From an optimization exercise on the open Yosys and OpenROAD flow, aimed at small area, a short achievable clock period and few clock cycles; shortcuts taken in it are not production practice.
In this exercise RTL edits were held to simulation tests only and were not proved equivalent to the original.
No activity file was given, so power comes from the tool's default toggle rates.

==> flow/design.v <==
module ALU (
    input [31:0] A,
    input [31:0] B,
    input [31:0] imm,
    input use_imm,
    input [2:0] func,
    input alt,
    output reg [31:0] Q,
    output [31:0] sum,
    output reg taken
);
    wire [31:0] op2 = use_imm ? imm : B;
    wire sub = alt & (func == 3'b000);
    assign sum = A + (sub ? ~op2 : op2) + {31'd0, sub};
    wire eq = (A == op2);
    wire ltu = (A < op2);
    wire lt = (A[31] ^ op2[31]) ? A[31] : ltu;
    always @ (*) begin
        case (func)
            3'b000 : Q = sum;
            3'b001 : Q = A << op2[4:0];
            3'b010 : Q = {31'd0, lt};
            3'b011 : Q = {31'd0, ltu};
            3'b100 : Q = A ^ op2;
            3'b101 : begin
                if (alt)
                    Q = $signed(A) >>> op2[4:0];
                else
                    Q = A >> op2[4:0];
            end
            3'b110 : Q = A | op2;
            default: Q = A & op2;
        endcase
        case (func)
            3'b000 : taken = eq;
            3'b001 : taken = ~eq;
            3'b100 : taken = lt;
            3'b101 : taken = ~lt;
            3'b110 : taken = ltu;
            3'b111 : taken = ~ltu;
            default: taken = 1'b0;
        endcase
    end
endmodule
module registers (
    input clk,
    input we,
    input [4:0] wa,
    input [31:0] wd,
    input [4:0] ra1, ra2,
    output [31:0] rd1, rd2
    );
    reg [31:0] register [31:1];
    always @ (posedge clk) begin
        if (we && wa != 5'd0)
            register[wa] <= wd;
    end
    assign rd1 = (ra1 == 5'd0) ? 32'b0 : register[ra1];
    assign rd2 = (ra2 == 5'd0) ? 32'b0 : register[ra2];
endmodule
module sign_extender (
    input [31:0] instruction,
    output is_load, is_store, is_branch, is_jal, is_jalr, is_lui, is_auipc, is_opimm, is_op, is_ebreak,
    output reg [31:0] imm
    );
    wire [31:0] i = instruction;
    wire [4:0] op = i[6:2];
    assign is_load   = (op == 5'b00000);
    assign is_store  = (op == 5'b01000);
    assign is_branch = (op == 5'b11000);
    assign is_jal    = (op == 5'b11011);
    assign is_jalr   = (op == 5'b11001);
    assign is_lui    = (op == 5'b01101);
    assign is_auipc  = (op == 5'b00101);
    assign is_opimm  = (op == 5'b00100);
    assign is_op     = (op == 5'b01100);
    assign is_ebreak = (i == 32'h00100073);
    always @ (*) begin
        if (is_store)
            imm = {{20{i[31]}}, i[31:25], i[11:7]};
        else if (is_branch)
            imm = {{19{i[31]}}, i[31], i[7], i[30:25], i[11:8], 1'b0};
        else if (is_lui | is_auipc)
            imm = {i[31:12], 12'b0};
        else if (is_jal)
            imm = {{11{i[31]}}, i[31], i[19:12], i[20], i[30:21], 1'b0};
        else
            imm = {{20{i[31]}}, i[31:20]};
    end
endmodule
module load_store_unit (
    input [2:0] func,
    input [1:0] byte_offset,
    input [31:0] store_data,
    input [31:0] mem_rdata,
    output reg [31:0] mem_wdata,
    output reg [3:0] mem_wstrb,
    output reg [31:0] load_data
);
    reg [31:0] shifted;
    always @ (*) begin
        case (func[1:0])
            2'b00 : begin
                mem_wdata = {4{store_data[7:0]}};
                mem_wstrb = 4'b0001 << byte_offset;
            end
            2'b01 : begin
                mem_wdata = {2{store_data[15:0]}};
                mem_wstrb = byte_offset[1] ? 4'b1100 : 4'b0011;
            end
            default : begin
                mem_wdata = store_data;
                mem_wstrb = 4'b1111;
            end
        endcase
        shifted = mem_rdata >> {byte_offset, 3'b000};
        case (func)
            3'b000 : load_data = {{24{shifted[7]}}, shifted[7:0]};
            3'b001 : load_data = {{16{shifted[15]}}, shifted[15:0]};
            3'b100 : load_data = {24'b0, shifted[7:0]};
            3'b101 : load_data = {16'b0, shifted[15:0]};
            default: load_data = mem_rdata;
        endcase
    end
endmodule
module riscv_top (
    input clk,
    input rst_n,
    output mem_req,
    output mem_we,
    output [31:0] mem_addr,
    output [31:0] mem_wdata,
    output [3:0] mem_wstrb,
    input mem_ready,
    input [31:0] mem_rdata,
    output run_complete
    );
    reg        ex_valid;
    reg        halted;
    reg [31:0] ex_a, ex_b, ex_imm;
    reg [29:0] ex_pc;        
    reg [29:0] npc;          
    reg [4:0]  ex_rd;
    reg [2:0]  ex_f3;
    reg        ex_wr, ex_alt, ex_useimm;
    reg        ex_load, ex_store, ex_branch, ex_jal, ex_jalr, ex_lui, ex_auipc, ex_ebreak, ex_pcres;
    wire [31:0] alu_q, sum;
    wire        taken;
    ALU alu (.A(ex_a), .B(ex_b), .imm(ex_imm), .use_imm(ex_useimm), .func(ex_f3), .alt(ex_alt),
             .Q(alu_q), .sum(sum), .taken(taken));
    wire [31:0] pct = {ex_pc & {30{~ex_lui}}, 2'b00} + ex_imm;
    wire [31:0] link = {npc, 2'b00};
    wire ex_mem = ex_valid & (ex_load | ex_store);
    wire redirect_pc = ex_valid & (ex_jal | (ex_branch & taken));
    wire redirect_r = ex_valid & ex_jalr;
    wire ebreak_now = ex_valid & ex_ebreak;
    assign run_complete = halted | ebreak_now;
    wire fetching = ~halted & ~ex_mem & ~ebreak_now;
    wire [31:0] fa = ex_mem      ? sum :
                     redirect_r  ? {sum[31:2], 2'b00} :
                     redirect_pc ? {pct[31:2], 2'b00} :
                                   link;
    assign mem_req = ~run_complete;
    assign mem_we = ex_mem & ex_store;
    assign mem_addr = fa;
    wire [31:0] load_data;
    load_store_unit lsu (.func(ex_f3), .byte_offset(sum[1:0]), .store_data(ex_b), .mem_rdata(mem_rdata),
                         .mem_wdata(mem_wdata), .mem_wstrb(mem_wstrb), .load_data(load_data));
    wire [31:0] res_nl = (ex_jal | ex_jalr) ? link : ex_pcres ? pct : alu_q;
    wire [31:0] wdata = ex_load ? load_data : res_nl;
    wire        rf_we = ex_valid & ex_wr & (~ex_load | mem_ready);
    wire [31:0] ins = mem_rdata;
    wire [4:0]  rs1 = ins[19:15], rs2 = ins[24:20];
    wire [31:0] r1, r2;
    registers rf (.clk(clk), .we(rf_we), .wa(ex_rd), .wd(wdata), .ra1(rs1), .ra2(rs2), .rd1(r1), .rd2(r2));
    wire byp_ok = ex_valid & ex_wr;
    wire [31:0] a_in = (byp_ok & (rs1 == ex_rd)) ? res_nl : r1;
    wire [31:0] b_in = (byp_ok & (rs2 == ex_rd)) ? res_nl : r2;
    wire d_load, d_store, d_branch, d_jal, d_jalr, d_lui, d_auipc, d_opimm, d_op, d_ebreak;
    wire [31:0] d_imm;
    sign_extender dec (.instruction(ins), .is_load(d_load), .is_store(d_store), .is_branch(d_branch),
                       .is_jal(d_jal), .is_jalr(d_jalr), .is_lui(d_lui), .is_auipc(d_auipc),
                       .is_opimm(d_opimm), .is_op(d_op), .is_ebreak(d_ebreak), .imm(d_imm));
    wire d_wr = (d_load | d_jal | d_jalr | d_lui | d_auipc | d_opimm | d_op) & (ins[11:7] != 5'd0);
    always @ (posedge clk or negedge rst_n) begin
        if (!rst_n) begin
            ex_valid <= 1'b0;
            halted <= 1'b0;
            npc <= 30'd0;
        end
        else begin
            if (ebreak_now)
                halted <= 1'b1;
            if (fetching) begin
                ex_valid <= mem_ready;
                npc <= mem_ready ? fa[31:2] + 30'd1 : fa[31:2];
            end
            else if (ex_mem & mem_ready)
                ex_valid <= 1'b0;
        end
    end
    always @ (posedge clk) begin
        if (fetching & mem_ready) begin
            ex_a <= a_in;
            ex_b <= b_in;
            ex_imm <= d_imm;
            ex_pc <= fa[31:2];
            ex_rd <= ins[11:7];
            ex_f3 <= ins[14:12];
            ex_wr <= d_wr;
            ex_alt <= ins[30] & (d_op | (d_opimm & ins[14:12] == 3'b101));
            ex_useimm <= ~(d_op | d_branch);
            ex_load <= d_load;
            ex_store <= d_store;
            ex_branch <= d_branch;
            ex_jal <= d_jal;
            ex_jalr <= d_jalr;
            ex_lui <= d_lui;
            ex_auipc <= d_auipc;
            ex_pcres <= d_lui | d_auipc;
            ex_ebreak <= d_ebreak;
        end
    end
endmodule
==> flow/run.sh <==
#!/bin/bash
# synth_recipe.tcl (not shown) runs the flow's synth.tcl, then flattens the netlist and writes it again
# the make line also repeats each setting of config.mk as NAME=value (left out here)
make -C /OpenROAD-flow-scripts/flow DESIGN_CONFIG=/design/flow/config.mk WORK_HOME=/design/flow/orfs CLKGATE_MAP_FILE= SYNTH_SCRIPT=/design/flow/synth_recipe.tcl finish
==> flow/config.mk <==
export PLATFORM = sky130hd
export DESIGN_NAME = riscv_top
export DESIGN_NICKNAME = riscv_top
export VERILOG_FILES = /design/flow/design.v
export SDC_FILE = /design/flow/constraint.sdc
export NUM_CORES = 4
export LEC_CHECK = 0
export CAP_MARGIN = 20
export CORE_MARGIN = 2
export CORE_UTILIZATION = 40
export SLEW_MARGIN = 20
==> flow/constraint.sdc <==
create_clock -name core_clock -period 12.0 [get_ports {clk}]
set_input_delay 2.4000 -clock core_clock [delete_from_list [all_inputs] [get_ports {clk}]]
set_output_delay 2.4000 -clock core_clock [all_outputs]
set_load 0.01 [all_outputs]
==> flow_metrics.tcl <==
set metrics [dict create \
    drtIter0Drc 6598 \
    p_sw_share_pct 27.03 \
    io_buffers 105 \
    holdWs_ns 0.5131 \
    netlist_instances 4656 \
    intPower_uw 7528 \
    std_cell_rows 149 \
    grt_busiest_layer "met2" \
    core_mm2 0.1646 \
    rsz0062_at_grt "no" \
    grt_remaining_overflow 0 \
    post-cts-setup-buffer-count 0 \
    cts-root-buf "clkbuf_16" \
    first_pass_iters 6 \
    finalHoldViolations 0 \
    via_count 45800 \
    clkTransAtPathRegs_ns 0.06 \
    grt_use_total_pct 28.90 \
    crit_chain "buf_4 > mux2i_1 > ha_1 > nor4_2 > nand4_1 > or4_1 > a311oi_2 > a21oi_1 > nand3_1 > buf_4 > nand2_1 > a2bb2oi_1 > clkdlybuf4s50_1" \
    nets 4888 \
    vias_per_cell 6.550 \
    cts_buffers 134 \
    crit_arrival_ns 6.69 \
    synthesis.area_mm2 0.06614 \
    die_height_um 410.6 \
    holdBufCountCts 0 \
    grt_pass1_wl_um 345200 \
    pin_count 106 \
    seqPwrFrac_pct 45.9 \
    synth_fa_ha_area_share_pct 3.031 \
    combinationalPowerShare_pct 15.0 \
    wire_per_inst_um 35.12 \
    power.switching_uw 2789 \
    synth_ff_type "edfxtp_1" \
    fin_worst_skew_ns 0.04370 \
    postSynth.asyncResetShare_pct 2.737 \
    synth_xor_area_share_pct 1.496 \
    p_clk_share_pct 39.1 \
    crit_required_ns 9.60 \
    synth_compound_area_share_pct 9.001 \
    path_class "reg -> out" \
    fin_setup_tns_ns 0 \
    fmax_mhz 110.0 \
    synth-seq-cells 1169 \
    ant_nets 0 \
    min_path_type "reg -> reg" \
    maxCapViolCount 0 \
    leakagePower_uw 0.02495 \
    slowest_delay_ns 0.70 \
    place_inst 6746 \
    areaGrowthSynthToFinish_pct 12.77 \
    nFillCells 14390 \
    cp-end-kind "output pin" \
    cts_num_sinks 1169 \
    cp_common_cell "buf_4" \
    synth_nets 4850 \
    cts_buffer_depth 3 \
    worst_path_max_delay_cell "clkdlybuf4s50_1" \
    layoutNonFillerInstCount 6993 \
    power-per-cell-area_mw_per_mm2 138.3 \
    slew_violations 0 \
    grtUsageMet2_pct 43.14 \
    drive_gt1_share_pct 22.05 \
    grt_pass1_vias 44370 \
    path_max_fanout 32 \
    gr-usage-met3_pct 5.570 \
    met1_usage_pct 41.41 \
    die_area_mm2 0.1686 \
    hpwl_um 159400 \
    worst_slew_pin_slew_ns 1.176 \
    grt_start_max_net_pins 145 \
    htreeDepth 4 \
    yosysUniqueCellTypes 87 \
    antenna_found_initial 8 \
    vdd_drop_max_mv 0.1383 \
    outcome "complete, no violations" \
    relSlewSlack_pct 20.75 \
    wl_um 245600 \
    synthMuxAreaShare_pct 24.57 \
    die_w_um 410.6 \
    seq_area_frac_synth_pct 52.84 \
    cts_tree "done" \
    finalSetupViolations 0 \
    setup.worst_path.start_class "register" \
    synth_edf_count 1137 \
    synthSimpleGateAreaFrac_pct 6.330 \
    yosysWarnings 5 \
    clk_latency_ns 0.79 \
    finalCritPeriodShare_pct 75.76 \
    synth_top_family_by_area "multiplexers" \
    synth_area_per_cell_um2 14.20 \
    place.gp.congestion 1.028 \
    ctsResizeCount 0 \
    initial_core_util_pct 40.18 \
    drc 0 \
    min_period_ns 9.092 \
]
-- cell usage after synthesis, drive strengths merged (47+ instances only) --
| master | count | area, µm² |
|---|---|---|
| xnor2 | 81 | 709.4 |
| buf | 106 | 455.4 |
| edfxtp | 1137 | 34140 |
| mux4 | 574 | 12930 |
| o21ai | 225 | 1126 |
| nor2b | 52 | 325.3 |
| nor3 | 47 | 246.5 |
| a21oi | 272 | 1361 |
| inv | 110 | 412.9 |
| nand2 | 285 | 1070 |
| clkbuf | 249 | 934.7 |
| nor2 | 306 | 1149 |
| a211oi | 49 | 367.9 |
| nand3 | 53 | 265.3 |
| o22ai | 68 | 425.4 |
| ha | 157 | 1964 |
| mux2i | 299 | 3005 |
-- cells in the final DEF, fill, tap and decap left out, drive strengths merged, types with 49 or more instances in the layout --
cell type	count
mux2i	299
nor2b	52
o22ai	68
ha	157
nand3	53
clkinv	60
xnor2	81
inv	115
nand2	285
o21ai	225
mux4	574
a211oi	49
a21oi	272
edfxtp	1137
buf	162
clkbuf	170
nor2	306
clkdlybuf4s50	94
-- sequential cells by signal (all words and copies together), names as in the netlist, 3 cells and up --
register and count:
ex_rd 5, ex_pc 30, ex_a 32, ex_b 32
ex_f3 3, rf.register 992, npc 30, ex_imm 32
-- cells by family after synthesis --
kind of cell             count (synthesis)
flip-flops                            1169
AO/OA/AOI/OAI                          943
XOR/XNOR                               113
buffers and inverters                  467
AND/OR/NAND/NOR                        904
multiplexers                           901
adder cells (fa/ha/maj)                159
-- critical path, delay by kind of cell (launching register included) --
family	cells	cell delay, ns
AO/OA/AOI/OAI	3	1.25
adder cells (fa/ha/maj)	1	0.38
buffers and inverters	3	1.61
flip-flops	1	0.32
multiplexers	1	0.46
AND/OR/NAND/NOR	5	1.83
-- final timing paths --
check,startpoint,to,slack (ns),cells past startpoint
setup / recovery,ex_useimm,mem_addr[20],2.91,13
hold / removal,halted,halted,0.51,1
setup reg to reg,ex_useimm,npc[28],4.62,16
hold reg to reg,halted,halted,0.51,1
max in group asynchronous,rst_n,npc[29],9.67,1
min in group asynchronous,rst_n,npc[11],1.74,1
-- through the flow --
step | area, µm² | utilization, % | total power (µW) | worst slack, ns
after floorplan | 66140 | - | 5646 | 2.545
after global placement | 70170 | 42.63 | 6325 | 3.865
after detailed placement | 70240 | 42.67 | 6342 | 3.800
after CTS | 74510 | 45.26 | 10350 | 2.989
after global routing | 74570 | 45.30 | 10620 | 2.615
final | 74580 | 45.31 | 10320 | 2.908
-- power by group through the flow --
stage	clock network, µW	registers (µW)	logic (µW)
final	4030	4740	1550
after global placement	0	4820	1510
after floorplan	0	4780	866
after CTS	4080	4730	1530
after global routing	4240	4740	1640
after detailed placement	0	4820	1530
-- per-layer routing --
layer | vias to the layer above | wire length, µm
met5 | - | 36
met4 | 6 | 11230
met3 | 425 | 23440
met2 | 2512 | 109400
met1 | 24010 | 101500
li1 | 18850 | -
-- cell type report --
cell class	instances	area [µm²]	area share (%)
sequential	1169	34940	46.85
multi-input combinational	3020	29930	40.13
clock buffer	169	3568	4.785
tap	2189	2739	3.672
timing repair buffer	257	2267	3.040
clock inverter	72	696.9	0.9344
inverter	112	421.7	0.5654
antenna	5	12.51	0.01678
Testbench counts, summed over its fixed seeds: cycles 20,570.

port drivers added, routing unchanged:
The flow's constraints put no driver on any port. The routed layout listed below was extracted and timed again, unchanged, in two steps. Step 1: set_driving_cell puts a clkbuf_16 on clk and a buf_2 on each other input, an assumption about the parent block. Step 2 times the ports against the registers' clock, not the clock port: input delays grow and output delays shrink by t, the midpoint of the rising clock arrivals with the driver on. a / b / c = no drivers / after step 1 / after step 2; a / b = the first two.
t, ns: 0.856
setup WS [ns]: 2.908 / 2.821 / 3.677
worst data-port slew with drivers (ns): 0.06
cell pins on the clock port's net: 1
After both steps this run still meets setup and hold. The setup slack of this run moves by -0.087 ns with the drivers and by +0.769 ns with both steps.
